Context: an optimization exercise on an open-source flow, tuned for a short achievable clock period. The choices shown serve that exercise and are no tape-out recipe. No run shown here included a check of the RTL's function; only the layout flow was run. The clock cells of run 1 come from the design's own scripts or RTL, not from TritonCTS. The clock port is modelled as an ideal driver, which makes a skipped or thinned clock tree look cheaper than it is; a real chip needs a root buffer or a tree. No activity file was given, so power comes from the tool's default toggle rates.

==> flow/design.v <==
module Fifo
(
input clk,rst, wr_en, rd_en,
input           [7:0] buf_in,
output reg      [7:0] buf_out,
output          [7:0] fifo_counter,
output          buf_empty,
output reg      buf_full
);
reg  [6:0]  cnt_o;    
reg         ne_o;     
reg  [7:0]  lo_r;     
reg  [8:0]  hi_r;     
reg         sh;       
reg  [7:0]  din_q;    
reg  [63:0] wsel;     
reg  [7:0]  dlo_n;    
reg  [8:0]  dhi_n;    
reg  [7:0]  bo_n;     
reg  [7:0]  ent [63:0];
assign fifo_counter = {1'b0, cnt_o};
assign buf_empty    = ~ne_o;
wire [7:0] lo = {lo_r[7:1], ~lo_r[0]};
wire [8:0] hi = {hi_r[8:1], ~hi_r[0]};
wire empty = lo[0] & hi[0];      
wire full  = hi[8];              
function [6:0] enc;
     input [7:0] l;
     input [8:0] h;
     begin
          enc[0] = l[1] | l[3] | l[5] | l[7];
          enc[1] = l[2] | l[3] | l[6] | l[7];
          enc[2] = l[4] | l[5] | l[6] | l[7];
          enc[3] = h[1] | h[3] | h[5] | h[7];
          enc[4] = h[2] | h[3] | h[6] | h[7];
          enc[5] = h[4] | h[5] | h[6] | h[7];
          enc[6] = h[8];
     end
endfunction
wire [7:0] lo_10 = {lo[6:1], lo[0] & ~full, lo[7] | full};
wire [7:0] lo_01 = {lo[0] & ~empty, lo[7:2], lo[1] | empty};
wire [7:0] lo_11 = {lo[7] | full, lo[6:2], lo[1] | empty, lo[0] & ~full & ~empty};
wire [8:0] hi_10 = lo[7] ? {hi[7:0], 1'b0} : hi;
wire [8:0] hi_01 = lo[0] ? {1'b0, hi[8:2], hi[1] | hi[0]} : hi;
wire [8:0] hi_11 = {1'b0, hi[7] | hi[8], hi[6:0]};
wire [6:0] b_10 = enc(lo_10, hi_10);
wire [6:0] b_01 = enc(lo_01, hi_01);
wire [6:0] b_11 = enc(lo_11, hi_11);
wire [6:0] b_00 = enc(lo, hi);
wire       ne_01 = ~(hi[0] & (lo[0] | lo[1]));
wire       f_10  = hi[8] | (lo[7] & hi[7]);
wire [7:0] lo_nx = wr_en ? (rd_en ? lo_11 : lo_10) : (rd_en ? lo_01 : lo);
wire [8:0] hi_nx = wr_en ? (rd_en ? hi_11 : hi_10) : (rd_en ? hi_01 : hi);
wire [7:0]  dl = {~dlo_n[7:1], dlo_n[0]};
wire [8:0]  dh = {~dhi_n[8:1], dhi_n[0]};
wire [64:0] at;
genvar g;
generate
for (g = 0; g <= 64; g = g + 1) begin : dec
     assign at[g] = dl[g % 8] & dh[g / 8];
end
endgenerate
wire [63:0] wsel_nx;
assign wsel_nx[0] = wr_en & (rd_en ? (at[1] | at[0]) : at[0]);
generate
for (g = 1; g < 63; g = g + 1) begin : ws
     assign wsel_nx[g] = wr_en & (rd_en ? at[g + 1] : at[g]);
end
endgenerate
assign wsel_nx[63] = wr_en & ~rd_en & at[63];
always @(posedge clk or posedge rst)
begin
if (rst) begin
     cnt_o    <= 7'd0;
     ne_o     <= 1'b0;
     buf_full <= 1'b0;
     lo_r     <= 8'd0;
     hi_r     <= 9'd0;
     dlo_n    <= 8'hff;
     dhi_n    <= 9'h1ff;
     wsel     <= 64'd0;
end else begin
     cnt_o    <= wr_en ? (rd_en ? b_11 : b_10) : (rd_en ? b_01 : b_00);
     ne_o     <= wr_en | (rd_en ? ne_01 : ~empty);
     buf_full <= ~rd_en & (wr_en ? f_10 : full);
     lo_r     <= {lo_nx[7:1], ~lo_nx[0]};
     hi_r     <= {hi_nx[8:1], ~hi_nx[0]};
     dlo_n    <= wr_en ? (rd_en ? {~lo_11[7:1], lo_11[0]} : {~lo_10[7:1], lo_10[0]})
                       : (rd_en ? {~lo_01[7:1], lo_01[0]} : dlo_n);
     dhi_n    <= wr_en ? (rd_en ? {~hi_11[8:1], hi_11[0]} : {~hi_10[8:1], hi_10[0]})
                       : (rd_en ? {~hi_01[8:1], hi_01[0]} : dhi_n);
     wsel     <= wsel_nx;
end
end
wire [7:0] head = wsel[0] ? din_q : (sh ? ent[1] : ent[0]);
wire       re   = rd_en & ~empty;
always @(posedge clk or posedge rst)
begin
if (rst) begin
     buf_out <= 8'd0;
     bo_n    <= 8'hff;
     sh      <= 1'b0;
end else begin
     buf_out <= re ? head : ~bo_n;
     bo_n    <= re ? ~head : bo_n;
     sh <= re;
end
end
always @(posedge clk)
     din_q <= buf_in;
integer i;
always @(posedge clk)
begin
     for (i = 0; i < 64; i = i + 1)
          if (wsel[i])
               ent[i] <= din_q;
          else if (sh && i < 63)
               ent[i] <= ent[i + 1];
end
endmodule
==> flow/flow/run.sh <==
#!/bin/bash
# The standard layout (standard.sh), except that:
# - the clock tree is built by flow/mycts.tcl (hooked in through ORFS's
#   PRE_CTS_TCL): the clock port drives MY_CTS_COLS roots, each driving
#   MY_CTS_ROWS leaves, each driving an equal group of nearby flip-flops;
#   before that, with MY_MOVE_OUTPUT_FLOPS=1, the flip-flops that drive the
#   outputs are moved next to their output buffers (flow/outflops.tcl);
# - the port buffers that ORFS adds to every input and output are
#   buf_6 instead of the smallest buffer;
# - timing repair may resize a cell to one of another footprint
#   (MATCH_CELL_FOOTPRINT=0; the platform sets 1).
# Everything standard.sh runs logs to standard.log and ORFS's own logs.
set -euo pipefail
export PRE_CTS_TCL=$PWD/flow/pre_cts.tcl
export MY_CTS_COLS=4
export MY_CTS_ROWS=8
export MY_CTS_ROOT_CELL=sky130_fd_sc_hd__buf_16
export MY_CTS_LEAF_CELL=sky130_fd_sc_hd__clkbuf_16
export MY_MOVE_OUTPUT_FLOPS=1
export BUFFER_PORTS_ARGS="-buffer_cell sky130_fd_sc_hd__buf_6"
bash standard.sh MATCH_CELL_FOOTPRINT=0 finish > standard.log 2>&1
==> flow/flow/mycts.tcl <==
proc my_clock_tree {ncol nrow} {
  set block [ord::get_db_block]
  set db [ord::get_db]
  set rcell sky130_fd_sc_hd__clkbuf_16
  set lcell sky130_fd_sc_hd__clkbuf_16
  if {[info exists ::env(MY_CTS_ROOT_CELL)]} { set rcell $::env(MY_CTS_ROOT_CELL) }
  if {[info exists ::env(MY_CTS_LEAF_CELL)]} { set lcell $::env(MY_CTS_LEAF_CELL) }
  set rmaster [$db findMaster $rcell]
  set lmaster [$db findMaster $lcell]
  set clk [$block findNet clk]
  set sinks {}
  foreach it [$clk getITerms] {
    set inst [$it getInst]
    set bb [$inst getBBox]
    set x [expr {([$bb xMin] + [$bb xMax]) / 2}]
    set y [expr {([$bb yMin] + [$bb yMax]) / 2}]
    lappend sinks [list $x $y $it]
  }
  set n [llength $sinks]
  # columns by x, equal counts
  set sx [lsort -integer -index 0 $sinks]
  set per_col [expr {($n + $ncol - 1) / $ncol}]
  set root_i 0
  set leaf_i 0
  for {set c 0} {$c < $ncol} {incr c} {
    set col [lrange $sx [expr {$c * $per_col}] [expr {($c + 1) * $per_col - 1}]]
    if {[llength $col] == 0} continue
    set rnet [odb::dbNet_create $block "clknet_root_$c"]
    $rnet setSigType CLOCK
    set rinst [odb::dbInst_create $block $rmaster "clkbuf_root_$c"]
    [$rinst findITerm A] connect $clk
    [$rinst findITerm X] connect $rnet
    set sy [lsort -integer -index 1 $col]
    set m [llength $sy]
    set per_row [expr {($m + $nrow - 1) / $nrow}]
    set lx 0; set ly 0; set nl 0
    for {set r 0} {$r < $nrow} {incr r} {
      set grp [lrange $sy [expr {$r * $per_row}] [expr {($r + 1) * $per_row - 1}]]
      if {[llength $grp] == 0} continue
      set lnet [odb::dbNet_create $block "clknet_leaf_${c}_$r"]
      $lnet setSigType CLOCK
      set linst [odb::dbInst_create $block $lmaster "clkbuf_leaf_${c}_$r"]
      [$linst findITerm A] connect $rnet
      [$linst findITerm X] connect $lnet
      set gx 0; set gy 0
      foreach s $grp {
        lassign $s x y it
        $it disconnect
        $it connect $lnet
        set gx [expr {$gx + $x}]; set gy [expr {$gy + $y}]
      }
      set gx [expr {$gx / [llength $grp]}]
      set gy [expr {$gy / [llength $grp]}]
      $linst setLocation $gx $gy
      $linst setPlacementStatus PLACED
      set lx [expr {$lx + $gx}]; set ly [expr {$ly + $gy}]; incr nl
    }
    $rinst setLocation [expr {$lx / $nl}] [expr {$ly / $nl}]
    $rinst setPlacementStatus PLACED
  }
  $clk setSigType CLOCK
  puts "my_clock_tree: $n sinks, $ncol roots, $ncol x $nrow leaves"
}
==> flow/flow/outflops.tcl <==
# Move the flip-flop that drives each output port (through the port's
# buffer, and at most one more single-fanout cell such as an inverter) next
# to that buffer, so that the flip-flop's output wire is short. Legalisation
# (detailed_placement in cts.tcl) then settles the cells into rows.
proc my_driver_inst {net} {
  if {$net eq "NULL" || $net eq ""} { return "" }
  foreach it [$net getITerms] {
    if {[$it isOutputSignal]} { return [$it getInst] }
  }
  return ""
}
proc my_sole_input_net {inst} {
  set nets {}
  foreach it [$inst getITerms] {
    if {[$it isInputSignal]} {
      set n [$it getNet]
      if {$n ne "NULL"} { lappend nets $n }
    }
  }
  if {[llength $nets] == 1} { return [lindex $nets 0] }
  return ""
}
proc my_move_output_flops {} {
  set block [ord::get_db_block]
  set moved 0
  foreach bt [$block getBTerms] {
    if {[$bt getIoType] ne "OUTPUT"} continue
    set buf [my_driver_inst [$bt getNet]]
    if {$buf eq ""} continue
    set anchor $buf
    set cur $buf
    for {set step 0} {$step < 3} {incr step} {
      set in [my_sole_input_net $cur]
      if {$in eq ""} break
      set drv [my_driver_inst $in]
      if {$drv eq ""} break
      # only single-fanout nets: the cell feeds nothing else
      if {[llength [$in getITerms]] != 2} break
      set loc [$anchor getLocation]
      set w [[$drv getMaster] getWidth]
      $drv setLocation [expr {[lindex $loc 0] - $w}] [lindex $loc 1]
      $drv setPlacementStatus PLACED
      incr moved
      if {[string match "*df*" [[$drv getMaster] getName]]} break
      set anchor $drv
      set cur $drv
    }
  }
  puts "my_move_output_flops: moved $moved cells"
}
==> flow/flow/pre_cts.tcl <==
# Sourced by ORFS's cts.tcl (PRE_CTS_TCL) just before it builds the clock
# tree: if MY_MOVE_OUTPUT_FLOPS is 1, move the flip-flops that drive the
# outputs next to the output buffers (outflops.tcl); then replace TritonCTS
# with the two-level tree of mycts.tcl. The rest of cts.tcl (legalisation,
# timing repair) runs as usual.
source [file join [file dirname [info script]] mycts.tcl]
source [file join [file dirname [info script]] outflops.tcl]
if {[info exists ::env(MY_MOVE_OUTPUT_FLOPS)] && $::env(MY_MOVE_OUTPUT_FLOPS)} {
  my_move_output_flops
}
rename clock_tree_synthesis _tritoncts
proc clock_tree_synthesis {args} {
  my_clock_tree $::env(MY_CTS_COLS) $::env(MY_CTS_ROWS)
}
==> flow/standard.sh <==
#!/bin/bash
# synth_recipe.tcl (not shown) runs the flow's synth.tcl, then flattens the netlist and writes it again
# the make line also repeats each setting of config.mk as NAME=value (left out here)
make -C /OpenROAD-flow-scripts/flow DESIGN_CONFIG=/design/flow/config.mk WORK_HOME=/design/flow/orfs CLKGATE_MAP_FILE= SYNTH_SCRIPT=/design/flow/synth_recipe.tcl "${@:-finish}"
==> flow/config.mk <==
export PLATFORM = sky130hd
export DESIGN_NAME = Fifo
export DESIGN_NICKNAME = Fifo
export VERILOG_FILES = /design/flow/design.v
export SDC_FILE = /design/flow/constraint.sdc
export NUM_CORES = 4
export LEC_CHECK = 0
export ABC_CLOCK_PERIOD_IN_PS = 1000
export CAP_MARGIN = 20
export CORE_MARGIN = 2
export CORE_UTILIZATION = 65
export SETUP_SLACK_MARGIN = 2.35
export SLEW_MARGIN = 20
export TNS_END_PERCENT = 100
==> flow/constraint.sdc <==
create_clock -name core_clock -period 4.0 [get_ports {clk}]
set_input_delay 0.8000 -clock core_clock [delete_from_list [all_inputs] [get_ports {clk}]]
set_output_delay 0.8000 -clock core_clock [all_outputs]
set_load 0.01 [all_outputs]
==> results of run 1 <==
## routing by layer
layer	routed length, um	up-vias	GRT usage (%)
li1	-	6192	-
met1	24500	7298	36.6
met3	2090	67	1.59
met2	25600	345	39.8
met5	0	-	0
met4	1100	0	4.33
## cells by family (layout without fill, tap and decap cells)
kind of cell	count (synthesis)	count (layout)	synth area share [%]
AO/OA/AOI/OAI	129	132	3.14
other	1	1	0.0138
AND/OR/NAND/NOR	215	215	3.86
adder cells (fa/ha/maj)	2	2	0.0919
buffers and inverters	201	150	2.97
flip-flops	643	643	68.2
multiplexers	529	529	21.8
## power breakdown
| group | total, mW | internal, mW | switching [mW] |
|---|---|---|---|
| registers | 9.49 | 8.85 | 0.642 |
| clock network | 3.57 | 1.65 | 1.91 |
| logic | 2.48 | 1.29 | 1.19 |
| total | 15.5 | 11.8 | 3.75 |
## worst max-delay path by stage
stage,depth (start not counted),slack [ns],startpoint,end
CTS,5,2.06,rd_en,cnt_o[5]$_DFF_PP0_
floorplan,1,1.71,rst,asynchronous set/reset pin
global placement,7,1.60,wr_en,dhi_n[2]$_DFFE_PP1P_
finish,4,2.32,hi_r[8]$_DFFE_PP0P_,cnt_o[5]$_DFF_PP0_
detailed placement,7,1.58,wr_en,dhi_n[2]$_DFFE_PP1P_
global route,4,2.26,hi_r[7]$_DFFE_PP0P_,cnt_o[5]$_DFF_PP0_
## timing repair
item | CTS | global route
endpoints found under the setup margin | 795 | 501
pin swaps | 12 | 0
endpoints found under the hold margin | 0 | 0
resized for setup | 98 | 3
gates cloned | 11 | 0
hold buffers | 0 | 0
setup buffers | 25 | 6
## cells in the final DEF, fill, tap and decap left out, types with 3 or more instances in the layout
cell type | Yosys | routed
or3_1 | 4 | 3
mux2_2 | 502 | 501
nor2_1 | 82 | 72
o22a_1 | 6 | 6
o21ai_0 | 25 | 11
o211ai_1 | 10 | 10
a21oi_1 | 34 | 29
o21ai_1 | 4 | 8
nor2b_4 | 0 | 3
a2bb2oi_1 | 4 | 4
a22o_1 | 9 | 9
clkbuf_16 | 0 | 37
nand2_1 | 38 | 37
clkinvlp_4 | 0 | 4
buf_12 | 0 | 5
or2_2 | 63 | 62
dfrtp_1 | 99 | 95
nor2_2 | 1 | 9
a22oi_1 | 5 | 5
dfrtp_4 | 0 | 3
edfxtp_1 | 504 | 504
buf_6 | 1 | 40
a21o_1 | 6 | 6
dfstp_2 | 24 | 24
nand2b_1 | 4 | 3
nor2b_1 | 7 | 3
o21ai_4 | 0 | 4
a211oi_2 | 0 | 6
a21oi_2 | 0 | 5
mux2i_1 | 27 | 27
dfxtp_1 | 16 | 8
buf_16 | 0 | 6
buf_8 | 0 | 3
nor3_1 | 5 | 5
inv_1 | 25 | 21
buf_4 | 7 | 29
dfxtp_4 | 0 | 7
o21ai_2 | 1 | 10
## worst reg2reg max path: cells and delay by family (launching register included)
family             cells  cell delay (ns)
and+or+nand+nor        2             0.79
DFF                    1             0.57
AOI/OAI and AO/OA      2             0.20
## sequential cells by signal, summed over array words and instances (netlist names), 8 cells and up, named ones only
| register | flops |
|---|---|
| bo_n | 8 |
| buf_out | 8 |
| dhi_n | 8 |
| din_q | 8 |
| dlo_n | 8 |
| ent | 512 |
| hi_r | 8 |
| wsel | 64 |
## layout make-up
class                   instances  area, um^2
flip-flops and latches        643       18600
fillers                      2614       11700
multi-input cells             879        8130
repair buffers                 85         998
plain buffers                  36         911
well taps                     532         666
inverters                      27         126
repair inverters                2        15.0
## metrics by stage
stage,hold slack [ns],instances
6_report,0.480,2204
3_5_place_dp,0.492,2126
2_1_floorplan,0.406,1720
5_1_grt,0.501,2204
4_1_cts,0.470,2198
3_3_place_gp,0.485,2126
==> results.ini, run 1 <==
[run_status]
outcome=timing/DRC/antenna clean

[hold_path]
hold_class=flip-flop to flip-flop
min_from=bo_n[6]$_DFFE_PP1N_
hold_end=bo_n[6]$_DFFE_PP1N_
worstHoldPathCells=2

[finish]
post-route-util_pct=71.6
area_growth_pct=8.16
drive_gt1_share_pct=46.7
diodes=0
finish.net_count=1688
final_area_mm2=0.0295

[route]
drc_errors=0
viasPerCell=6.31
final_antenna_net_count=0
dr.first_iter.drc_count=1008
vias=13902
drt-total-wl_um=53200
routedWlPerCell_um=24.2
dr.pass1.iters=5

[worst_setup_path]
crit_arrival_ns=1.90
rrSetupSlack_ns=2.32
critPathSlowestCell=dfrtp_1
crit_type=flip-flop to flip-flop
crit_path_end_kind=flip-flop
path_max_fanout=12
critPathLaunchType=flip-flop
critical_path_required_ns=4.22
reg2reg_depth=4
worst_path_largest_cell_delay_ns=0.57
cp_top_family=simple AND/OR/NAND/NOR gates
rr_endpoint=cnt_o[5]$_DFF_PP0_
timing.rr.start=hi_r[8]$_DFFE_PP0P_
crit_chain=or3b_1 > o21ai_1 > a32oi_1 > or3_1
path_buf_inv=0

[timing]
period_minus_slack_ns=1.68
finClkSkew_ns=0.0243
timing.final.max_slew_violations=0
finalSetupTns_ns=0
hold_violations=0
rsz0062_at_grt=true
finalSetupViolCount=0
finalCritPeriodShare_pct=42.1
relSlewSlack_pct=47.6
finalWorstSetupSlack_ns=2.32
fmax_mhz=594
tightest_slew_ns=0.785

[grt]
antenna_found_initial=1
grt_max_degree=65
grt_use_total_pct=24.2
grt_pass1_vias=14131
overflow=0
grt_pass1_wl_um=82500

[yosys]
ys_top_cells_by_count=edfxtp_1 (504), mux2_2 (502), clkbuf_1 (151), dfrtp_1 (99), nor2_1 (82)
syn_area_mm2=0.0272
syn_inst=1720
yosysSeqAreaShare_pct=68.2
synth_top_area_share_pct=55.6
synth_seq_cells=643
synth.distinct_cells=55
synth_top_area_cell=edfxtp_1
synth_top_flop_cell=edfxtp_1
avgSynthCellArea_um2=15.8
synthTopCellsByArea=edfxtp_1 (56%), mux2_2 (21%), dfrtp_1 (9.1%)
synth_edf_count=504
yosysMostFrequentCell=edfxtp_1
ys_warn_count=2
synthArstFlopShare_pct=19.1
synth_nets=1734

[floorplanning]
die_area_mm2=0.0435
core-area_mm2=0.0411
die-height_um=209
io_pins=30
num_rows=74
die_width_um=209
initial_utilization_pct=66.2

[power]
total_power_mw=15.5
leakage_nw=10.5
power-per-cell-area_mw_per_mm2=528
ir_drop_uv=270

[clock_network]
clkTransAtPathRegs_ns=0.09
worstSkewPairLatency_ns=0.34

[place]
dpl.hpwl_um=30900
portBuffers=28
place_congestion=0.782
place_ws_ns=1.58
dpl-instance-area_mm2=0.0278

[flow_run]
maxCapViolations=0

==> inputs of run 2 (changes only) <==
==> flow/design.v (replaced) <==
module Fifo   
(
input clk,rst, wr_en, rd_en,
input           [7:0] buf_in,
output reg      [7:0] buf_out,
output reg      [7:0] fifo_counter,
output reg      buf_empty,buf_full  
);
reg [5:0] tail, head;
reg [7:0] buf_mem[63:0];
always @(fifo_counter)
begin
     buf_empty = (fifo_counter==0);      
     buf_full = (fifo_counter==64);     
end
always @(posedge clk or posedge rst)
begin
if(rst)                                                   
     fifo_counter <= 0;                                  
else if((!buf_full && wr_en) && (!buf_empty && rd_en))  
     fifo_counter <= fifo_counter;                     
else if(!buf_full && wr_en)                           
     fifo_counter <= fifo_counter + 1;               
else if(!buf_empty && rd_en)                        
     fifo_counter <= fifo_counter - 1;             
else                                              
     fifo_counter <= fifo_counter;               
end
always @(posedge clk or posedge rst)
begin
if(rst)
     buf_out <= 0;
else
begin
if(!buf_empty && rd_en)
         buf_out <= buf_mem [tail];   
else       
         buf_out <= buf_out;
end
end
always @(posedge clk)
begin
if(!buf_full && wr_en)
         buf_mem[head] <= buf_in ;   
else
         buf_mem[head] <= buf_mem[head];
end
always @(posedge clk or posedge rst)
begin
if(rst)
begin
         head<=0;
         tail<=0;
end
else
begin
         if(!buf_full && wr_en)
               head <= head+1;
         else
               head <= head; 
         if(!buf_empty && rd_en)
               tail <= tail+1;
         else
               tail <= tail;
end
end
endmodule
==> flow/run.sh (new file) <==
#!/bin/bash
# synth_recipe.tcl (not shown) runs the flow's synth.tcl, then flattens the netlist and writes it again
# the make line also repeats each setting of config.mk as NAME=value (left out here)
make -C /OpenROAD-flow-scripts/flow DESIGN_CONFIG=/design/flow/config.mk WORK_HOME=/design/flow/orfs CLKGATE_MAP_FILE= SYNTH_SCRIPT=/design/flow/synth_recipe.tcl finish
==> flow/config.mk (replaced) <==
export PLATFORM = sky130hd
export DESIGN_NAME = Fifo
export DESIGN_NICKNAME = Fifo
export VERILOG_FILES = /design/flow/design.v
export SDC_FILE = /design/flow/constraint.sdc
export NUM_CORES = 4
export LEC_CHECK = 0
export CAP_MARGIN = 20
export CORE_MARGIN = 2
export CORE_UTILIZATION = 40
export SLEW_MARGIN = 20
removed: flow/flow/run.sh
removed: flow/flow/mycts.tcl
removed: flow/flow/outflops.tcl
removed: flow/flow/pre_cts.tcl
removed: flow/standard.sh
==> run 2 against run 1 <==
  * Die area is 29% higher
  * Synthesized cell count is 34% lower
  * Cell area is 17% lower
  * Critical path depth stayed put
  * Critical path type is now flip-flop to output pin
  * Critical endpoint is now buf_full
  * Largest cell class unchanged
==> results.ini, run 2 <==
[yosys]
synth_edf_count=512  ; +1.6%
synth_top_area_share_pct=71.0  ; +15 points
synth.distinct_cells=51  ; -7.3%
syn_inst=1131  ; -34%
synth_top_area_cell=edfxtp_1
ys_warn_count=1  ; -1
synthArstFlopShare_pct=5.19  ; -14 points
yosysSeqAreaShare_pct=74.2  ; +6.1 points
synth_nets=1152  ; -34%
ys_top_cells_by_count=edfxtp_1 (512), nor2_1 (99), mux2i_1 (89), mux4_2 (81), a21oi_1 (36)
yosysMostFrequentCell=edfxtp_1
avgSynthCellArea_um2=19.1  ; +21%
synth_top_flop_cell=edfxtp_1
synthTopCellsByArea=edfxtp_1 (71%), mux4_2 (8.4%), mux2i_1 (4.1%)
synth_seq_cells=540  ; -16%
syn_area_mm2=0.0217  ; -20%

[flow_run]
maxCapViolations=0  ; unchanged

[clock_network]
h-tree-depth=2
cts_tree=built
clock-sinks=540
cts-root-buf=clkbuf_16
cts_made_buffers=52
cts_resized=0  ; -100%
ctsHoldBuffers=0  ; unchanged
clockBufferDepth=3
worstSkewPairLatency_ns=0.62  ; +0.28 ns
clkTransAtPathRegs_ns=0.06  ; -0.03 ns
postCtsSetupRepairBufs=0  ; -100%

[floorplanning]
die-height_um=237  ; +13%
io_pins=30  ; unchanged
num_rows=85  ; +15%
die_width_um=237  ; +13%
die_area_mm2=0.0560  ; +29%
initial_utilization_pct=40.3  ; -26 points
core-area_mm2=0.0537  ; +31%

[finish]
top_regs=buf_mem: 512 flops, buf_out: 8 flops, fifo_counter: 8 flops
finish.net_count=1223  ; -28%
final_cell_mix=edfxtp_1 (512), nor2_1 (99), mux2i_1 (89)
largest_register_ffs=512  ; unchanged
drive_gt1_share_pct=19.5  ; -27 points
area_growth_pct=12.8
diodes=0  ; unchanged
layout_commonest_cell=edfxtp_1
largest-register=buf_mem

[power]
power-per-cell-area_mw_per_mm2=671  ; +27%
ir_drop_uv=332  ; +23%
leakage_nw=7.98  ; -24%
total_power_mw=16.4  ; +5.5%

[place]
place_ws_ns=0.515  ; -1.06 ns
dpl.hpwl_um=29100  ; -5.8%
place_congestion=0.832  ; +6.5%
portBuffers=29  ; +3.6%

[route]
routedWlPerCell_um=23.8  ; -1.6%
final_antenna_net_count=0  ; unchanged
drc_errors=0  ; unchanged
viasPerCell=5.45  ; -14%
dr.pass1.iters=5  ; unchanged
vias=10565  ; -24%
drt-total-wl_um=46100  ; -13%
dr.first_iter.drc_count=815  ; -19%

[timing]
finalWorstSetupSlack_ns=0.924  ; -1.39 ns
hold_violations=0  ; unchanged
timing.final.max_slew_violations=0  ; unchanged
finClkSkew_ns=0.0174  ; -0.00691 ns
finalSetupTns_ns=0  ; unchanged
relSlewSlack_pct=29.2  ; -18 points
hold_ws_ns=0.493  ; +0.0135 ns
finalSetupViolCount=0  ; unchanged
finalCritPeriodShare_pct=76.9  ; +35 points
fmax_mhz=325  ; -45%
rsz0062_at_grt=false
period_minus_slack_ns=3.08  ; +1.39 ns
tightest_slew_ns=1.06  ; +0.276 ns

[grt]
antenna_found_initial=0  ; -1
grt_use_total_pct=16.7  ; -7.5 points
grt_pass1_wl_um=69300  ; -16%
overflow=0  ; unchanged
grt_pass1_vias=10974  ; -22%
grt_max_degree=51  ; -22%

[worst_setup_path]
critical_path_required_ns=3.20  ; -1.02 ns
crit_type=flip-flop to output pin
critPathLaunchType=flip-flop
path_max_fanout=4  ; -8
crit_arrival_ns=2.28  ; +0.38 ns
crit_path_end_kind=output pin

[run_status]
outcome=timing/DRC/antenna clean

[hold_path]
hold_class=flip-flop to flip-flop

## run 2: cell types whose count changed in the layout (fill, tap and decap cells not counted), moves of 24 or more
cell and change:
mux2i_1 +62, mux2_2 -500, buf_6 -40, dfrtp_1 -70
dfstp_2 -24, or2_2 -61, mux4_2 +81, nor2_1 +27
## run 2: report_power, final
| group | internal [mW] | switching, mW | total (mW) |
|---|---|---|---|
| Clock | 2.78 | 2.07 | 4.85 |
| Combinational | 2.02 | 2.50 | 4.51 |
| Sequential | 6.52 | 0.508 | 7.03 |
| Total | 11.3 | 5.07 | 16.4 |
## run 2: area by class of cell
class	instances	area (um^2)
fill	4418	29300
timing repair buffer	81	678
clock inverter	34	348
sequential	540	16100
inverter	10	37.5
clock buffer	62	1340
multi-input combinational	517	5070
tap	696	871
## run 2: kinds of logic after synthesis
group | count (synthesis) | share of synthesized area, %
mux | 186 | 14.4
simple gates | 185 | 3.84
compound gates | 122 | 4.02
buf+inv | 74 | 2.33
xor+xnor | 15 | 0.607
flops | 540 | 74.2
fa+ha+maj | 9 | 0.555
## run 2: metal layers
metal / track usage, % / part of all wire, % / up-vias
met5: 0 / 0 / -
met4: 6.52 / 3.3 / 0
met3: 2.63 / 5.0 / 84
met2: 26.5 / 47 / 296
met1: 23.2 / 44 / 5483
li1: - / - / 4702
## run 2: worst paths after layout
| path | start | to | slack (ns) | depth (start not counted) |
|---|---|---|---|---|
| setup / recovery | fifo_counter[2]$_DFFE_PP0P_ | buf_full | 0.92 | 4 |
| hold / removal | buf_out[7]$_DFFE_PP0P_ | buf_out[7]$_DFFE_PP0P_ | 0.49 | 2 |
| setup reg to reg | fifo_counter[2]$_DFFE_PP0P_ | fifo_counter[7]$_DFFE_PP0P_ | 1.02 | 10 |
| hold reg to reg | buf_out[7]$_DFFE_PP0P_ | buf_out[7]$_DFFE_PP0P_ | 0.49 | 2 |
| max in group asynchronous | rst | head[4]$_DFFE_PP0P_ | 2.76 | 3 |
| min in group asynchronous | rst | fifo_counter[2]$_DFFE_PP0P_ | 0.60 | 2 |
## run 2: metrics by stage
stage	std cells	instance area (um^2)	utilization (%)
after floorplan	1131	21700	-
after detailed placement	1844	22700	42.3
after CTS	1940	24400	45.5
after global placement	1844	22700	42.3
after global routing	1940	24400	45.5
final	1940	24400	45.5
## run 2: critical path, cell delays in order, from the launching register on
cell and delay, ns:
dfrtp_1 0.42, nor4_2 0.45, nand2_1 0.13, nor2_1 0.12
clkdlybuf4s50_1 0.55
==> inputs of run 3 (changes only) <==
==> flow/design.v (replaced) <==
module Fifo
(
input clk,rst, wr_en, rd_en,
input           [7:0] buf_in,
output reg      [7:0] buf_out,
output          [7:0] fifo_counter,
output reg      buf_empty,buf_full
);
reg  [6:0]  cnt;
reg  [63:0] head;    
reg  [63:0] tail;    
reg         wr_q;    
reg  [7:0]  din_q;   
reg  [7:0]  buf_mem [63:0];
assign fifo_counter = {1'b0, cnt};
wire we = wr_en & ~buf_full;
wire re = rd_en & ~buf_empty;
reg  [7:0] mem_rd;
integer i;
always @* begin
     mem_rd = 8'd0;
     for (i = 0; i < 64; i = i + 1)
          mem_rd = mem_rd | (buf_mem[i] & {8{tail[i]}});
end
wire [7:0] rd_data = (wr_q && cnt == 7'd1) ? din_q : mem_rd;
wire [6:0] cnt_up = cnt + 7'd1;
wire [6:0] cnt_dn = cnt - 7'd1;
always @(posedge clk or posedge rst)
begin
if (rst) begin
     cnt       <= 7'd0;
     buf_empty <= 1'b1;
     buf_full  <= 1'b0;
end else if (we && !re) begin
     cnt       <= cnt_up;
     buf_empty <= 1'b0;
     buf_full  <= (cnt == 7'd63);
end else if (re && !we) begin
     cnt       <= cnt_dn;
     buf_empty <= (cnt == 7'd1);
     buf_full  <= 1'b0;
end
end
always @(posedge clk or posedge rst)
begin
if (rst)
     buf_out <= 8'd0;
else if (re)
     buf_out <= rd_data;
end
always @(posedge clk or posedge rst)
begin
if (rst) begin
     head <= 64'd1;
     tail <= 64'd1;
     wr_q <= 1'b0;
end else begin
     if (we)
          head <= {head[62:0], head[63]};
     if (re)
          tail <= {tail[62:0], tail[63]};
     wr_q <= we;
end
end
always @(posedge clk)
begin
if (we)
     din_q <= buf_in;
end
always @(posedge clk)
begin
     for (i = 0; i < 64; i = i + 1)
          if (wr_q && head[(i + 1) % 64])
               buf_mem[i] <= din_q;
end
endmodule
==> run 3 against run 2 <==
  * Combinational power down 88%
  * Sequential power increased by 9.0%
  * Die area rose by 13%
  * Flip-flop and latch count increased by 126
  * Wire length up 62%
  * Global-route usage grew 7.3 points
  * Register-to-register slack improved by 0.38 ns
  * Sequential share of layout area grew 3.7 points
  * Critical endpoint is now buf_out[1]$_DFFE_PP0P_
  * Largest cell class unchanged
  * Largest power group unchanged
==> results.ini, run 3 <==
[run_status]
outcome=timing/DRC/antenna clean

[route]
drc_errors=0  ; unchanged
routedWlPerCell_um=32.1  ; +35%
final_antenna_net_count=0  ; unchanged
dr.first_iter.drc_count=1929  ; +140%
drt-total-wl_um=74500  ; +62%
dr.pass1.iters=5  ; unchanged
viasPerCell=6.10  ; +12%
vias=14159  ; +34%

[clock_network]
postCtsSetupRepairBufs=0  ; unchanged
clockBufferDepth=3  ; unchanged
cts_made_buffers=67  ; +29%
cts-root-buf=clkbuf_16
ctsHoldBuffers=0  ; unchanged
clkTransAtPathRegs_ns=0.06  ; about the same
worstSkewPairLatency_ns=0.60  ; -0.02 ns
clock-sinks=666  ; +23%
cts_resized=0  ; unchanged
cts_tree=built
h-tree-depth=3  ; +1

[worst_setup_path]
critical_path_required_ns=4.45  ; +1.25 ns
rrSetupSlack_ns=1.40  ; +0.38 ns
path_max_fanout=73  ; +69
critPathLaunchType=input port
timing.rr.start=tail[31]$_DFFE_PP0P_
crit_type=input port to flip-flop
reg2reg_depth=5  ; -5
rr_endpoint=buf_out[1]$_DFFE_PP0P_
crit_path_end_kind=flip-flop
crit_arrival_ns=3.13  ; +0.85 ns

[place]
dpl.hpwl_um=47900  ; +65%
portBuffers=28  ; -3.4%
place_congestion=0.883  ; +6.0%

[grt]
grt_max_degree=74  ; +45%
antenna_found_initial=2  ; +2
grt_use_total_pct=24.0  ; +7.3 points
overflow=0  ; unchanged
grt_pass1_vias=13729  ; +25%
grt_pass1_wl_um=105000  ; +52%

[finish]
largest_register_ffs=512  ; unchanged
largest-register=buf_mem
regArea_mm2=0.0193  ; +20%
drive_gt1_share_pct=12.9  ; -6.6 points
final_cell_mix=edfxtp_1 (520), nand2_1 (195), dfrtp_1 (142)
fillers=5211  ; +18%
finish.net_count=1505  ; +23%
layout_commonest_cell=edfxtp_1
diodes=0  ; unchanged
multiInputGateArea_mm2=0.00474  ; -6.6%
top_regs=buf_mem: 512 flops, head: 64 flops, tail: 64 flops
area_growth_pct=13.3

[yosys]
synth_top_flop_cell=edfxtp_1
synthArstFlopShare_pct=21.9  ; +17 points
syn_inst=1463  ; +29%
synth_edf_count=520  ; +1.6%
syn_area_mm2=0.0244  ; +13%
yosysMostFrequentCell=edfxtp_1
ys_warn_count=2  ; +1
yosysSeqAreaShare_pct=78.8  ; +4.6 points
synth_seq_cells=666  ; +23%
avgSynthCellArea_um2=16.7  ; -13%
synthTopCellsByArea=edfxtp_1 (64%), dfrtp_1 (15%), a22oi_1 (3.4%)
synth_top_area_cell=edfxtp_1
synth_top_area_share_pct=63.9  ; -7.1 points
synth_nets=1479  ; +28%
ys_top_cells_by_count=edfxtp_1 (520), nand2_1 (195), dfrtp_1 (143), a22oi_1 (112)
synth.distinct_cells=41  ; -20%

[floorplanning]
die-height_um=251  ; +6.2%
die_area_mm2=0.0631  ; +13%
core-area_mm2=0.0604  ; +12%
die_width_um=251  ; +6.2%
io_pins=30  ; unchanged
num_rows=90  ; +5.9%
initial_utilization_pct=40.5  ; +0.19 points

[power]
switching_power_mw=3.06  ; -40%
swShare_pct=21.1  ; -9.8 points
combinationalPowerShare_pct=3.7  ; -24 points
leakage_nw=9.89  ; +24%
power-per-cell-area_mw_per_mm2=523  ; -22%
power_frac_seq_pct=52.9  ; +10 points
p_int_mw=11.4  ; +0.90%
pwr-share-clk_pct=43.5  ; +14 points
total_power_mw=14.5  ; -12%
ir_drop_uv=254  ; -23%

[timing]
period_minus_slack_ns=2.68  ; -0.392 ns
fmax_mhz=373  ; +15%
timing.final.max_slew_violations=0  ; unchanged
tightest_slew_ns=1.15  ; +0.0840 ns
rsz0062_at_grt=false
finClkSkew_ns=0.0220  ; +0.00460 ns
finalSetupViolCount=0  ; unchanged
hold_violations=0  ; unchanged
finalSetupTns_ns=0  ; unchanged
relSlewSlack_pct=23.6  ; -5.6 points
finalCritPeriodShare_pct=67.1  ; -9.8 points

[hold_path]
worstHoldPathCells=1  ; -1
hold_end=head[22]$_DFFE_PP0P_
hold_class=flip-flop to flip-flop
min_from=head[21]$_DFFE_PP0P_

[flow_run]
maxCapViolations=0  ; unchanged

run 3: changes by cell type after synthesis, sizes merged, moves of 88 or more:
cell,before,now
mux2i,89,1
a22oi,24,112
nand2,32,195
nor2,100,3
mux4,96,0
dfrtp,28,143
run 3: layout make-up:
| class | instances | share of cell area, % |
|---|---|---|
| clock inverters | 22 | 0.867 |
| clock buffers | 99 | 7.01 |
| repair buffers | 53 | 1.81 |
| well taps | 782 | 3.53 |
| flip-flops and latches | 666 | 69.6 |
| multi-input cells | 695 | 17.1 |
| inverters | 6 | 0.0949 |
run 3: worst max-delay path, stage by stage:
cell	delay, ns
clkdlybuf4s50_1	0.47
nor2b_4	0.16
buf_4	0.74
nand4_1	0.57
o22ai_1	0.29
a21oi_1	0.07
run 3: cell families (layout without fill, tap and decap cells):
family / count (synthesis) / after routing / share of synthesized area, %
xor gates and xnor gates: 7 / 7 / 0.251
other: 1 / 1 / 0.0153
muxes: 65 / 65 / 2.99
and+or+nand+nor: 338 / 338 / 6.60
AOI/OAI and AO/OA: 280 / 280 / 9.27
adders and majority gates: 4 / 4 / 0.205
DFF: 666 / 666 / 78.8
buffers and inverters: 102 / 180 / 1.84
run 3: layer usage:
layer / wire length (um) / vias to the layer above / track usage, %
li1: - / 5771 / -
met1: 29300 / 7360 / 33.5
met2: 34400 / 888 / 37.1
met3: 8060 / 140 / 4.91
met4: 2750 / 0 / 9.15
met5: 0 / - / 0
run 3: worst max path at each step:
stage | startpoint | slack [ns] | endpoint | cells past startpoint
after floorplan | rst | 1.37 | buf_full$_DFFE_PP0P_ | 1
after global placement | rd_en | 0.80 | buf_out[1]$_DFFE_PP0P_ | 6
after detailed placement | rd_en | 0.71 | buf_out[1]$_DFFE_PP0P_ | 6
after CTS | rd_en | 1.33 | buf_out[1]$_DFFE_PP0P_ | 6
after global routing | rd_en | 1.14 | buf_out[1]$_DFFE_PP0P_ | 6
final | rd_en | 1.32 | buf_out[1]$_DFFE_PP0P_ | 6
run 3: per-stage QoR:
| stage | hold slack (ns) | cells | util (%) | setup WS, ns | area (um^2) |
|---|---|---|---|---|---|
| after floorplan | 0.481 | 1463 | - | 1.37 | 24500 |
| after global placement | 0.496 | 2201 | 42.2 | 0.798 | 25500 |
| after detailed placement | 0.511 | 2201 | 42.2 | 0.707 | 25500 |
| after CTS | 0.516 | 2322 | 45.9 | 1.33 | 27700 |
| after global routing | 0.537 | 2323 | 45.9 | 1.14 | 27700 |
| final | 0.507 | 2323 | 45.9 | 1.32 | 27700 |
run 3: power by group through the flow:
stage                     Combinational [mW]  Sequential [mW]  Clock, mW
after floorplan                        0.228             7.80          0
after global placement                 0.522             7.81          0
after detailed placement               0.527             7.80          0
after CTS                              0.529             7.66       6.35
after global routing                   0.573             7.67       6.61
final                                  0.532             7.66       6.30
==> inputs of run 4 (changes only) <==
--- a/flow/config.mk
+++ b/flow/config.mk
@@ -8,4 +8,5 @@
 export CAP_MARGIN = 20
 export CORE_MARGIN = 2
 export CORE_UTILIZATION = 40
+export SETUP_SLACK_MARGIN = 2.5
 export SLEW_MARGIN = 20
==> run 4 against run 3 <==
  * Power is 2.1% higher
  * Via count is 4.4% higher
  * Still clean on timing, DRC and antenna
  * Wire length is 7.6% higher
  * Critical endpoint is now buf_out[2]$_DFFE_PP0P_
==> results.ini, run 4 <==
[yosys]
synth_xor_area_share_pct=0.251  ; unchanged
synth_top_family_by_area=compound AO/OA/AOI/OAI gates
synthArstFlopShare_pct=21.9  ; unchanged
syn_inst=1463  ; unchanged
synth.distinct_cells=41  ; unchanged
yosysMostFrequentCell=edfxtp_1
ys_top_cells_by_count=edfxtp_1 (520), nand2_1 (195), dfrtp_1 (143), a22oi_1 (112)
muxShareOfSynthArea_pct=2.99  ; unchanged
synth-compound-area-share_pct=9.27  ; unchanged
yosysSeqAreaShare_pct=78.8  ; unchanged
synth_edf_count=520  ; unchanged
synth_nets=1479  ; unchanged
synth_top_area_share_pct=63.9  ; unchanged
synthTopCellsByArea=edfxtp_1 (64%), dfrtp_1 (15%), a22oi_1 (3.4%)
avgSynthCellArea_um2=16.7  ; unchanged
synth_top_area_cell=edfxtp_1
synth-adder-area-share_pct=0.205  ; unchanged
synth_top_flop_cell=edfxtp_1
synth-simple-area-share_pct=6.60  ; unchanged
synth_seq_cells=666  ; unchanged
syn_area_mm2=0.0244  ; unchanged
ys_warn_count=2  ; unchanged

[grt]
grt_pass1_vias=14355  ; +4.6%
grt_pass1_wl_um=107000  ; +1.5%
grt_max_degree=73  ; -1.4%
antenna_found_initial=0  ; -2
grt_use_total_pct=24.4  ; +0.44 points
overflow=0  ; unchanged

[floorplanning]
die_area_mm2=0.0631  ; unchanged
initial_utilization_pct=40.5  ; unchanged
core-area_mm2=0.0604  ; unchanged
die-height_um=251  ; unchanged
io_pins=30  ; unchanged
die_width_um=251  ; unchanged
num_rows=90  ; unchanged

[route]
dr.pass1.iters=5  ; unchanged
dr.first_iter.drc_count=2191  ; +14%
drc_errors=0  ; unchanged
viasPerCell=6.09  ; about the same
vias=14788  ; +4.4%
drt-total-wl_um=80200  ; +7.6%
routedWlPerCell_um=33.0  ; +2.9%
final_antenna_net_count=0  ; unchanged

[timing]
timing.final.max_slew_violations=0  ; unchanged
fmax_mhz=465  ; +25%
finalSetupTns_ns=0  ; unchanged
period_minus_slack_ns=2.15  ; -0.534 ns
tightest_slew_ns=0.843  ; -0.303 ns
hold_violations=0  ; unchanged
rsz0062_at_grt=true
finClkSkew_ns=0.0253  ; +0.00325 ns
finalWorstSetupSlack_ns=1.85  ; +0.534 ns
finalCritPeriodShare_pct=53.7  ; -13 points
relSlewSlack_pct=43.8  ; +20 points
finalSetupViolCount=0  ; unchanged

[finish]
final_cell_mix=edfxtp_1 (520), nand2_1 (194), a22oi_1 (108)
largest-register=buf_mem
largest_register_ffs=512  ; unchanged
area_growth_pct=22.6
layout_commonest_cell=edfxtp_1
diodes=0  ; unchanged
top_regs=buf_mem: 512 flops, head: 64 flops, tail: 64 flops
finish.net_count=1608  ; +6.8%
drive_gt1_share_pct=31.2  ; +18 points
final_area_mm2=0.0300  ; +8.2%

[clock_network]
clock-sinks=666  ; unchanged
cts_made_buffers=68  ; +1.5%
clkTransAtPathRegs_ns=0.06  ; about the same
worstSkewPairLatency_ns=0.61  ; about the same
cts_tree=built
clockBufferDepth=3  ; unchanged
cts-root-buf=clkbuf_16
h-tree-depth=3  ; unchanged

[worst_setup_path]
worst_path_largest_cell_delay_ns=0.59  ; -0.15 ns
critPathSlowestCell=dfrtp_4
crit_path_end_kind=flip-flop
critPathLaunchType=flip-flop
crit_end=buf_out[2]$_DFFE_PP0P_
rrSetupSlack_ns=1.85  ; +0.45 ns
cp-startpoint=tail[46]$_DFFE_PP0P_
crit_type=flip-flop to flip-flop
critical_path_required_ns=4.46  ; about the same
path_max_fanout=8  ; -89%
reg2reg_depth=5  ; unchanged
crit_chain=a22o_1 > a221oi_2 > nand4_1 > nor4_4 > a21oi_1
rr_endpoint=buf_out[2]$_DFFE_PP0P_
crit_arrival_ns=2.61  ; -0.52 ns
timing.rr.start=tail[46]$_DFFE_PP0P_

[place]
portBuffers=28  ; unchanged
place_ws_ns=1.24  ; +0.533 ns
place_congestion=0.882  ; about the same
dpl.hpwl_um=46400  ; -3.0%
dpl-instance-area_mm2=0.0257  ; +0.88%

[power]
ir_drop_uv=301  ; +18%
power-per-cell-area_mw_per_mm2=493  ; -5.7%
leakage_nw=11.0  ; +11%

[run_status]
outcome=timing/DRC/antenna clean

[hold_path]
hold_class=input port to asynchronous set/reset pin

[flow_run]
maxCapViolations=0  ; unchanged

==> run 4: cell count changes in the layout (fill, tap and decap cells not counted), sizes merged <==
| cell | delta |
|---|---|
| clkbuf | +2 |
| dlygate4sd2 | +2 |
| clkinvlp | +1 |
| clkinv | +11 |
| bufinv | -2 |
| inv | -1 |
| buf | +111 |
| clkdlybuf4s50 | -19 |
==> run 4: worst min path at each step <==
stage,endpoint,slack (ns)
after detailed placement,buf_full$_DFFE_PP0P_,0.49
final,head[28]$_DFFE_PP0P_,0.53
after global placement,buf_empty$_DFFE_PP1P_,0.50
after floorplan,head[62]$_DFFE_PP0P_,0.49
after CTS,buf_full$_DFFE_PP0P_,0.50
after global routing,head[61]$_DFFE_PP0P_,0.55
==> run 4: critical path, delay by kind of cell (launching register included) <==
family             cells  cell delay, ns
and+or+nand+nor        2            0.80
DFF                    1            0.59
AOI/OAI and AO/OA      3            0.62
==> run 4: power by group <==
group          switching (mW)  total (mW)  internal, mW
registers              0.0561        7.59          7.54
clock network            2.64        6.32          3.68
logic                   0.524       0.879         0.355
total                    3.22        14.8          11.6
==> run 4: cells by family after synthesis <==
group / count (synthesis)
AO/OA/AOI/OAI: 280
XOR/XNOR: 7
other: 1
buffers and inverters: 102
adder cells (fa/ha/maj): 4
AND/OR/NAND/NOR: 338
flip-flops: 666
multiplexers: 65
==> run 4: metrics by stage <==
step                power (mW)  hold WS [ns]  util (%)  cells
floorplan                 8.08         0.489         -   1463
global placement          8.32         0.496      42.6   2195
detailed placement        8.33         0.494      42.6   2195
CTS                       14.6         0.503      48.7   2396
global route              15.1         0.549      49.7   2428
finish                    14.8         0.526      49.7   2428
==> run 4: layer usage <==
metal  global-route usage, %  vias to the layer above  share of wire, %
met5                       0                        -                 0
met4                    13.0                        0               5.1
met3                    6.66                      190                12
met2                    37.4                     1047                46
met1                    31.8                     7547                37
li1                        -                     6004                 -
==> run 4: layout make-up <==
| cell class | count | area [um^2] |
|---|---|---|
| Timing Repair Buffer | 155 | 1750 |
| Clock inverter | 31 | 221 |
| Multi-Input combinational cell | 695 | 5630 |
| Tap cell | 782 | 978 |
| Clock buffer | 93 | 1990 |
| Inverter | 6 | 38.8 |
| Sequential cell | 666 | 19400 |
| Fill cell | 4884 | 30400 |
==> run 4: repair_timing <==
item | in CTS | in global routing
resized for setup | 304 | 39
hold buffers | 0 | 0
endpoints found under the setup margin | 710 | 251
pin swaps | 41 | 33
cloned | 4 | 14
setup buffers | 73 | 18
==> inputs of run 5 (changes only) <==
--- a/flow/config.mk
+++ b/flow/config.mk
@@ -5,8 +5,11 @@
 export SDC_FILE = /design/flow/constraint.sdc
 export NUM_CORES = 4
 export LEC_CHECK = 0
+export ABC_CLOCK_PERIOD_IN_PS = 1000
 export CAP_MARGIN = 20
 export CORE_MARGIN = 2
-export CORE_UTILIZATION = 40
+export CORE_UTILIZATION = 60
+export CTS_CLUSTER_DIAMETER = 100
+export CTS_CLUSTER_SIZE = 30
 export SETUP_SLACK_MARGIN = 2.5
 export SLEW_MARGIN = 20
==> run 5 against run 4 <==
  * Die area shrank 33%
  * Synthesized area is the same
  * Flip-flop and latch count is the same
  * Critical path type unchanged
  * Hold slack lost 0.0088 ns
  * Via count grew 0.92%
  * Non-clock buffer count grew 21
  * Clock power shrank 47%
  * Cell count shrank 13%
  * Wire length shrank 1.4%
  * Register-to-register slack is essentially flat
==> results.ini, run 5 <==
[finish]
finish.net_count=1587  ; -1.3%
final_area_mm2=0.0286  ; -4.6%
largest-register=buf_mem
fillers=2548  ; -48%
layout_commonest_cell=edfxtp_1
drive_gt1_share_pct=29.5  ; -1.7 points
area_growth_pct=17.0
multiInputGateArea_mm2=0.00580  ; +2.9%
post-route-util_pct=71.5  ; +22 points
final_cell_mix=edfxtp_1 (520), nand2_1 (195), a22oi_1 (109)
regArea_mm2=0.0194  ; about the same
largest_register_ffs=512  ; unchanged
top_regs=buf_mem: 512 flops, head: 64 flops, tail: 64 flops
fin_cells=2117  ; -13%

[timing]
relSlewSlack_pct=43.6  ; -0.17 points
timing.final.max_slew_violations=0  ; unchanged
finalCritPeriodShare_pct=53.4  ; -0.36 points
finalSetupTns_ns=0  ; unchanged
finClkSkew_ns=0.0362  ; +0.0109 ns
tightest_slew_ns=0.846  ; +0.00257 ns
fmax_mhz=468  ; +0.68%
hold_ws_ns=0.517  ; -0.00880 ns
rsz0062_at_grt=true
finalSetupViolCount=0  ; unchanged
finalWorstSetupSlack_ns=1.86  ; +0.0145 ns
period_minus_slack_ns=2.14  ; -0.0145 ns
hold_violations=0  ; unchanged

[place]
dpl-instance-area_mm2=0.0254  ; -1.1%
place_ws_ns=1.18  ; -0.0572 ns
dp_cells=1943  ; -11%
place_congestion=0.911  ; +3.3%
dpl.hpwl_um=47000  ; +1.1%
portBuffers=28  ; unchanged

[grt]
grt_use_total_pct=38.1  ; +14 points
grt_max_degree=92  ; +26%
antenna_found_initial=0  ; unchanged
overflow=0  ; unchanged
grt_pass1_wl_um=109000  ; +2.2%
grt_pass1_vias=14030  ; -2.3%

[yosys]
synthTopCellsByArea=edfxtp_1 (64%), dfrtp_1 (15%), a22oi_1 (3.4%)
syn_inst=1463  ; unchanged
synth_seq_cells=666  ; unchanged
synth_top_area_share_pct=63.9  ; unchanged
synth_nets=1479  ; unchanged
yosysMostFrequentCell=edfxtp_1
synth_top_area_cell=edfxtp_1
ys_top_cells_by_count=edfxtp_1 (520), nand2_1 (195), dfrtp_1 (143), a22oi_1 (112)
avgSynthCellArea_um2=16.7  ; unchanged
synth_edf_count=520  ; unchanged
synth_top_flop_cell=edfxtp_1
syn_area_mm2=0.0244  ; unchanged
yosysSeqAreaShare_pct=78.8  ; unchanged
synth.distinct_cells=41  ; unchanged
synthArstFlopShare_pct=21.9  ; unchanged
ys_warn_count=2  ; unchanged

[worst_setup_path]
timing.rr.start=tail[20]$_DFFE_PP0P_
rr_endpoint=buf_out[4]$_DFFE_PP0P_
critPathSlowestCell=dfrtp_4
crit_path_end_kind=flip-flop
rrSetupSlack_ns=1.86  ; about the same
reg2reg_depth=5  ; unchanged
critPathLaunchType=flip-flop
worst_path_largest_cell_delay_ns=0.52  ; -0.07 ns
path_max_fanout=4  ; -4
crit_arrival_ns=2.61  ; about the same
crit_type=flip-flop to flip-flop
critical_path_required_ns=4.48  ; +0.02 ns
crit_chain=a22o_1 > a221oi_4 > nand4_1 > nor4_4 > a21oi_1

[hold_path]
worstHoldPathCells=1
min_from=head[3]$_DFFE_PP0P_
hold_class=flip-flop to flip-flop
hold_end=head[4]$_DFFE_PP0P_

[flow_run]
maxCapViolations=0  ; unchanged

[route]
vias=14924  ; +0.92%
drt-total-wl_um=79000  ; -1.4%
final_antenna_net_count=0  ; unchanged
dr.first_iter.drc_count=2137  ; -2.5%
drc_errors=0  ; unchanged
dr.pass1.iters=6  ; +1
routedWlPerCell_um=37.3  ; +13%
viasPerCell=7.05  ; +16%

[power]
p_int_mw=9.21  ; -20%
power_frac_seq_pct=63.9  ; +13 points
swShare_pct=22.3  ; +0.55 points
ir_drop_uv=393  ; +31%
pwr-share-clk_pct=28.4  ; -14 points
total_power_mw=11.9  ; -20%
leakage_nw=10.4  ; -5.2%
power-per-cell-area_mw_per_mm2=414  ; -16%
combinationalPowerShare_pct=7.7  ; +1.8 points
switching_power_mw=2.64  ; -18%

[clock_network]
h-tree-depth=1  ; -2
cts_tree=built
worstSkewPairLatency_ns=0.61  ; about the same
cts-root-buf=clkbuf_16
clkTransAtPathRegs_ns=0.11  ; +0.05 ns
clock-sinks=666  ; unchanged
cts_made_buffers=26  ; -62%
clockBufferDepth=3  ; unchanged

[floorplanning]
core-area_mm2=0.0400  ; -34%
num_rows=73  ; -19%
die_area_mm2=0.0424  ; -33%
io_pins=30  ; unchanged
die_width_um=206  ; -18%
initial_utilization_pct=61.1  ; +21 points
die-height_um=206  ; -18%

[run_status]
outcome=timing/DRC/antenna clean

## run 5: cell counts after synthesis
No cell type changed its count.
## run 5: logic make-up (layout without fill, tap and decap cells)
kind of cell / after synthesis / count (layout) / share of synthesized area, %
multiplexers: 65 / 65 / 2.99
AO/OA/AOI/OAI: 280 / 280 / 9.27
flip-flops: 666 / 666 / 78.8
buffers and inverters: 102 / 230 / 1.84
other: 1 / 2 / 0.0153
XOR/XNOR: 7 / 7 / 0.251
adder cells (fa/ha/maj): 4 / 4 / 0.205
AND/OR/NAND/NOR: 338 / 338 / 6.60
## run 5: worst max-delay path, delay by kind of cell (launching register included)
| family | cells | cell delay, ns |
|---|---|---|
| flip-flops | 1 | 0.52 |
| AO/OA/AOI/OAI | 3 | 0.70 |
| AND/OR/NAND/NOR | 2 | 0.79 |
## run 5: cell type report
class	instances	share of cell area [%]
well taps	525	2.30
multi-input cells	695	20.3
repair buffers	176	6.81
clock buffers	47	2.62
inverters	6	0.136
clock inverters	1	0.105
diodes	1	0.00875
flip-flops and latches	666	67.8
## run 5: what timing repair did
item,4_1_cts,5_1_grt
setup endpoints to repair,887,234
gates cloned,9,1
resized for setup,355,52
hold buffers,0,0
pin swaps,46,24
buffers inserted,96,19
## run 5: power groups by stage
| stage | logic (mW) | registers (mW) | clock network, mW |
|---|---|---|---|
| floorplan | 0.276 | 7.80 | 0 |
| global placement | 0.516 | 7.80 | 0 |
| detailed placement | 0.532 | 7.80 | 0 |
| CTS | 0.822 | 7.58 | 3.35 |
| global route | 0.949 | 7.58 | 3.60 |
| finish | 0.909 | 7.58 | 3.37 |
## run 5: per-layer routing
layer | global-route usage [%] | up-vias | wire length [um]
li1 | - | 5912 | -
met1 | 54.8 | 7772 | 29800
met2 | 58.4 | 1046 | 36300
met3 | 8.12 | 194 | 9380
met4 | 14.1 | 0 | 3520
met5 | 0 | - | 0
## run 5: worst max-delay path by stage
stage	start	endpoint	slack, ns	cells past startpoint
floorplan	rst	buf_full$_DFFE_PP0P_	1.37	1
finish	tail[20]$_DFFE_PP0P_	buf_out[4]$_DFFE_PP0P_	1.86	5
global route	tail[49]$_DFFE_PP0P_	buf_out[4]$_DFFE_PP0P_	1.86	4
detailed placement	wr_en	cnt[5]$_DFFE_PP0P_	1.18	8
CTS	buf_empty$_DFFE_PP1P_	buf_empty	1.96	1
global placement	wr_en	cnt[5]$_DFFE_PP0P_	1.18	8
==> inputs of run 6 (changes only) <==
==> flow/design.v (replaced) <==
module Fifo
(
input clk,rst, wr_en, rd_en,
input           [7:0] buf_in,
output reg      [7:0] buf_out,
output          [7:0] fifo_counter,
output reg      buf_empty,buf_full
);
reg  [6:0]  cnt;
reg  [7:0]  ent [63:0];
assign fifo_counter = {1'b0, cnt};
wire we = wr_en & ~buf_full;
wire re = rd_en & ~buf_empty;
wire [64:0] at;
genvar g;
generate
for (g = 0; g <= 64; g = g + 1) begin : dec
     assign at[g] = (cnt == g);
end
endgenerate
wire [6:0] cnt_up = cnt + 7'd1;
wire [6:0] cnt_dn = cnt - 7'd1;
always @(posedge clk or posedge rst)
begin
if (rst) begin
     cnt       <= 7'd0;
     buf_empty <= 1'b1;
     buf_full  <= 1'b0;
end else if (we && !re) begin
     cnt       <= cnt_up;
     buf_empty <= 1'b0;
     buf_full  <= at[63];
end else if (re && !we) begin
     cnt       <= cnt_dn;
     buf_empty <= at[1];
     buf_full  <= 1'b0;
end
end
always @(posedge clk or posedge rst)
begin
if (rst)
     buf_out <= 8'd0;
else if (re)
     buf_out <= ent[0];
end
integer i;
always @(posedge clk)
begin
     for (i = 0; i < 63; i = i + 1)
          if (re)
               ent[i] <= (wr_en && at[i + 1]) ? buf_in : ent[i + 1];
          else if (wr_en && at[i])
               ent[i] <= buf_in;
     if (!re && wr_en && at[63])
          ent[63] <= buf_in;
end
endmodule
==> flow/config.mk (replaced) <==
export PLATFORM = sky130hd
export DESIGN_NAME = Fifo
export DESIGN_NICKNAME = Fifo
export VERILOG_FILES = /design/flow/design.v
export SDC_FILE = /design/flow/constraint.sdc
export NUM_CORES = 4
export LEC_CHECK = 0
export CAP_MARGIN = 20
export CORE_MARGIN = 2
export CORE_UTILIZATION = 40
export SETUP_SLACK_MARGIN = 2.7
export SLEW_MARGIN = 20
==> run 6 against run 5 <==
  * Still clean
  * Clock skew decreased by 0.013 ns
  * Synthesized cell count increased by 38%
  * Critical path depth increased by 2
  * Wire length increased by 25%
  * Die area increased by 29%
  * Critical path type unchanged
  * Largest cell class is now multi-input gates
  * Largest power group unchanged
==> results.ini, run 6 <==
[power]
pwr-share-clk_pct=21.0  ; -7.4 points
leakage_nw=13.5  ; +30%
switching_power_mw=8.81  ; +230%
combinationalPowerShare_pct=38.9  ; +31 points
ir_drop_uv=406  ; +3.4%
p_int_mw=15.8  ; +71%
power-per-cell-area_mw_per_mm2=770  ; +86%
power_frac_seq_pct=40.0  ; -24 points
swShare_pct=35.9  ; +14 points

[yosys]
synth_nets=2039  ; +38%
synth_top_flop_cell=dfxtp_1
syn_inst=2021  ; +38%
synth_seq_cells=529  ; -21%
avgSynthCellArea_um2=10.5  ; -37%
ys_top_cells_by_count=nand2_1 (676), dfxtp_1 (496), o221a_2 (458), buf_2 (63), inv_1 (60)
synthTopCellsByArea=dfxtp_1 (47%), o221a_2 (24%), nand2_1 (12%)
synth.distinct_cells=51  ; +24%
yosysSeqAreaShare_pct=51.3  ; -28 points
synth_top_area_share_pct=47.0  ; -17 points
synth_top_area_cell=dfxtp_1
yosysMostFrequentCell=nand2_1
ys_warn_count=2  ; unchanged
synth_edf_count=16  ; -97%
syn_area_mm2=0.0211  ; -14%
synthArstFlopShare_pct=3.21  ; -19 points

[finish]
area_growth_pct=51.0
finish.net_count=2331  ; +47%
top_regs=ent: 512 flops, buf_out: 8 flops, cnt: 7 flops
regArea_mm2=0.0109  ; -44%
multiInputGateArea_mm2=0.0135  ; +130%
largest_register_ffs=512  ; unchanged
final_cell_mix=dfxtp_1 (496), o221a_2 (324), nand2_1 (251)
layout_commonest_cell=dfxtp_1
fin_cells=3050  ; +44%
largest-register=ent
drive_gt1_share_pct=61.0  ; +32 points
fillers=3741  ; +47%

[worst_setup_path]
path_max_fanout=8  ; +4
crit_path_end_kind=flip-flop
critPathLaunchType=flip-flop
crit_chain=buf_8 > buf_12 > nor4bb_4 > buf_6 > nand3_4 > o21ai_4 > a222oi_1
crit_arrival_ns=2.78  ; +0.17 ns
cp_top_family=simple AND/OR/NAND/NOR gates
critical_path_required_ns=4.48  ; about the same
critPathSlowestCell=dfrtp_4
path_buf_inv=3  ; +3
worst_path_largest_cell_delay_ns=0.51  ; about the same
crit_type=flip-flop to flip-flop

[hold_path]
hold_class=flip-flop to flip-flop

[route]
wl_met3_um=13700  ; +46%
drt-met1-wl_um=35400  ; +19%
highest_layer=met5
dr.first_iter.drc_count=3073  ; +44%
dr.pass1.iters=15  ; +9
met2WireLength_um=40100  ; +10%
drt-total-wl_um=98500  ; +25%
final_antenna_net_count=0  ; unchanged
vias=20598  ; +38%
viasPerCell=6.75  ; -4.2%
drc_errors=0  ; unchanged
routedWlPerCell_um=32.3  ; -13%

[clock_network]
clockBufferDepth=3  ; unchanged
clkTransAtPathRegs_ns=0.07  ; -0.04 ns
cts_made_buffers=55  ; +110%
clock-sinks=529  ; -21%
cts_tree=built
cts-root-buf=clkbuf_16
h-tree-depth=2  ; +1
ctsHoldBuffers=0  ; unchanged
worstSkewPairLatency_ns=0.64  ; +0.03 ns

[timing]
finalSetupTns_ns=0  ; unchanged
finClkSkew_ns=0.0231  ; -0.0130 ns
finalSetupViolCount=0  ; unchanged
finalWorstSetupSlack_ns=1.70  ; -0.163 ns
period_minus_slack_ns=2.30  ; +0.163 ns
finalCritPeriodShare_pct=57.5  ; +4.1 points
timing.final.max_slew_violations=0  ; unchanged
relSlewSlack_pct=38.8  ; -4.8 points
hold_violations=0  ; unchanged
rsz0062_at_grt=true
tightest_slew_ns=0.918  ; +0.0727 ns
fmax_mhz=435  ; -7.1%

[place]
portBuffers=28  ; unchanged
place_congestion=0.871  ; -4.4%
dp_cells=2655  ; +37%
place_ws_ns=0.509  ; -0.674 ns
dpl.hpwl_um=42800  ; -8.9%

[grt]
antenna_found_initial=5  ; +5
grt_max_degree=25  ; -73%
grt_pass1_wl_um=126000  ; +15%
grt_pass1_vias=19028  ; +36%
grt_use_total_pct=30.9  ; -7.2 points
overflow=0  ; unchanged

[floorplanning]
initial_utilization_pct=40.4  ; -21 points
io_pins=30  ; unchanged
num_rows=84  ; +15%
die-height_um=234  ; +14%
core-area_mm2=0.0523  ; +31%
die_width_um=234  ; +14%
die_area_mm2=0.0547  ; +29%

[run_status]
outcome=timing/DRC/antenna clean

[flow_run]
maxCapViolations=0  ; unchanged

## run 6: changes by cell type after synthesis, moves of 72 or more
cell,delta
edfxtp_1,-504
dfxtp_1,+496
nand2_1,+481
o221a_2,+458
dfrtp_1,-127
a22oi_1,-112
a221oi_1,-72
## run 6: path summary, 6_finish.rpt
path / endpoint / depth (start not counted) / start / slack [ns]
max reg2reg: ent[47][4]$_DFF_P_ / 7 / cnt[3]$_DFFE_PP0P_ / 1.70
min reg2reg: buf_out[1]$_DFFE_PP0P_ / 2 / ent[0][1]$_DFFE_PP_ / 0.44
max in group asynchronous: buf_empty$_DFFE_PP1P_ / 2 / rst / 3.16
min: buf_out[1]$_DFFE_PP0P_ / 2 / ent[0][1]$_DFFE_PP_ / 0.44
max: ent[47][4]$_DFF_P_ / 7 / cnt[3]$_DFFE_PP0P_ / 1.70
min in group asynchronous: buf_out[7]$_DFFE_PP0P_ / 2 / rst / 0.51
## run 6: metrics by stage
step	power [mW]	utilization (%)	hold slack, ns	cell area, um^2
after floorplan	12.8	-	0.422	21300
after global placement	14.3	42.0	0.427	22000
after detailed placement	14.5	42.0	0.432	22000
after CTS	22.0	54.3	0.445	28400
after global routing	25.0	60.9	0.461	31900
final	24.6	60.9	0.442	31900
## run 6: cells by family (layout without fill, tap and decap cells)
family	after synthesis	count (layout)	synth area share [%]
AO/OA/AOI/OAI	520	521	27.0
XOR/XNOR	7	7	0.290
adder cells (fa/ha/maj)	6	6	0.355
buffers and inverters	177	490	4.64
flip-flops	529	529	51.3
multiplexers	17	36	0.948
other	1	4	0.0178
AND/OR/NAND/NOR	764	769	15.4
## run 6: timing repair
action	in CTS	in global routing
buffers inserted	175	43
gates cloned	57	14
gates resized for setup	547	587
pin swaps	124	102
endpoints found under the setup margin	555	555
## run 6: routing by layer
metal | track usage [%] | vias to the layer above
met2 | 44.9 | 1579
met1 | 38.2 | 10013
met3 | 10.9 | 614
li1 | - | 8386
met4 | 21.6 | 6
met5 | 0.536 | -
## run 6: area by class of cell
| cell class | instances | area share, % |
|---|---|---|
| clock buffer | 84 | 5.03 |
| tap | 688 | 2.70 |
| multi-input combinational | 1340 | 42.2 |
| timing repair inverter | 1 | 0.0275 |
| antenna | 3 | 0.0235 |
| timing repair buffer | 326 | 14.7 |
| sequential | 529 | 34.0 |
| inverter | 60 | 0.777 |
| clock inverter | 19 | 0.510 |
## run 6: tightest hold or removal path: stages (launching register included)
cell	delay (ns)
edfxtp_1	0.32
nand2_1	0.04
nand2_1	0.05
## run 6: power by group through the flow
stage | clock, mW | sequential, mW | combinational (mW)
6_report | 5.16 | 9.84 | 9.57
5_1_grt | 5.35 | 9.96 | 9.73
4_1_cts | 5.11 | 9.38 | 7.48
3_5_place_dp | 0 | 9.55 | 4.93
3_3_place_gp | 0 | 9.54 | 4.79
2_1_floorplan | 0 | 8.73 | 4.05

-- static timing again, ports no longer ideal --
No port has a modelled driver above. Below, the same layouts with a new extraction and two added sets of constraints.
Step 1: set_driving_cell puts a clkbuf_16 on clk and a buf_2 on each other input, an assumption about the parent block.
Step 2, shift: input delay + t, output delay - t, t = (earliest + latest rising clock arrival at the registers) / 2. This alone moves slack from input paths to output paths.
Slacks: ideal / step 1 / step 2; pairs: ideal / step 1.
run	shift t [ns]	slack for setup (ns)	hold WS [ns]	worst setup path at the end
run 1	0.439	2.317 / 2.230 / 1.862	0.480 / 0.417 / 0.480	input to register
run 2	0.663	0.924 / 0.868 / 0.479	0.493 / 0.493 / 0.493	input to register
run 3	0.649	1.316 / 1.351 / 0.702	0.507 / 0.507 / 0.507	input to register
run 4	0.653	1.850 / 1.850 / 1.621	0.526 / 0.491 / 0.529	input to register
run 5	0.645	1.865 / 1.865 / 1.664	0.517 / 0.517 / 0.517	input to register
run 6	0.691	1.702 / 1.702 / 1.083	0.442 / 0.442 / 0.442	input to register
After both steps setup and hold are still met in every run listed. For run 6, which loses most, drivers alone change the setup slack by 0.000 ns; drivers and shift together by -0.619 ns.
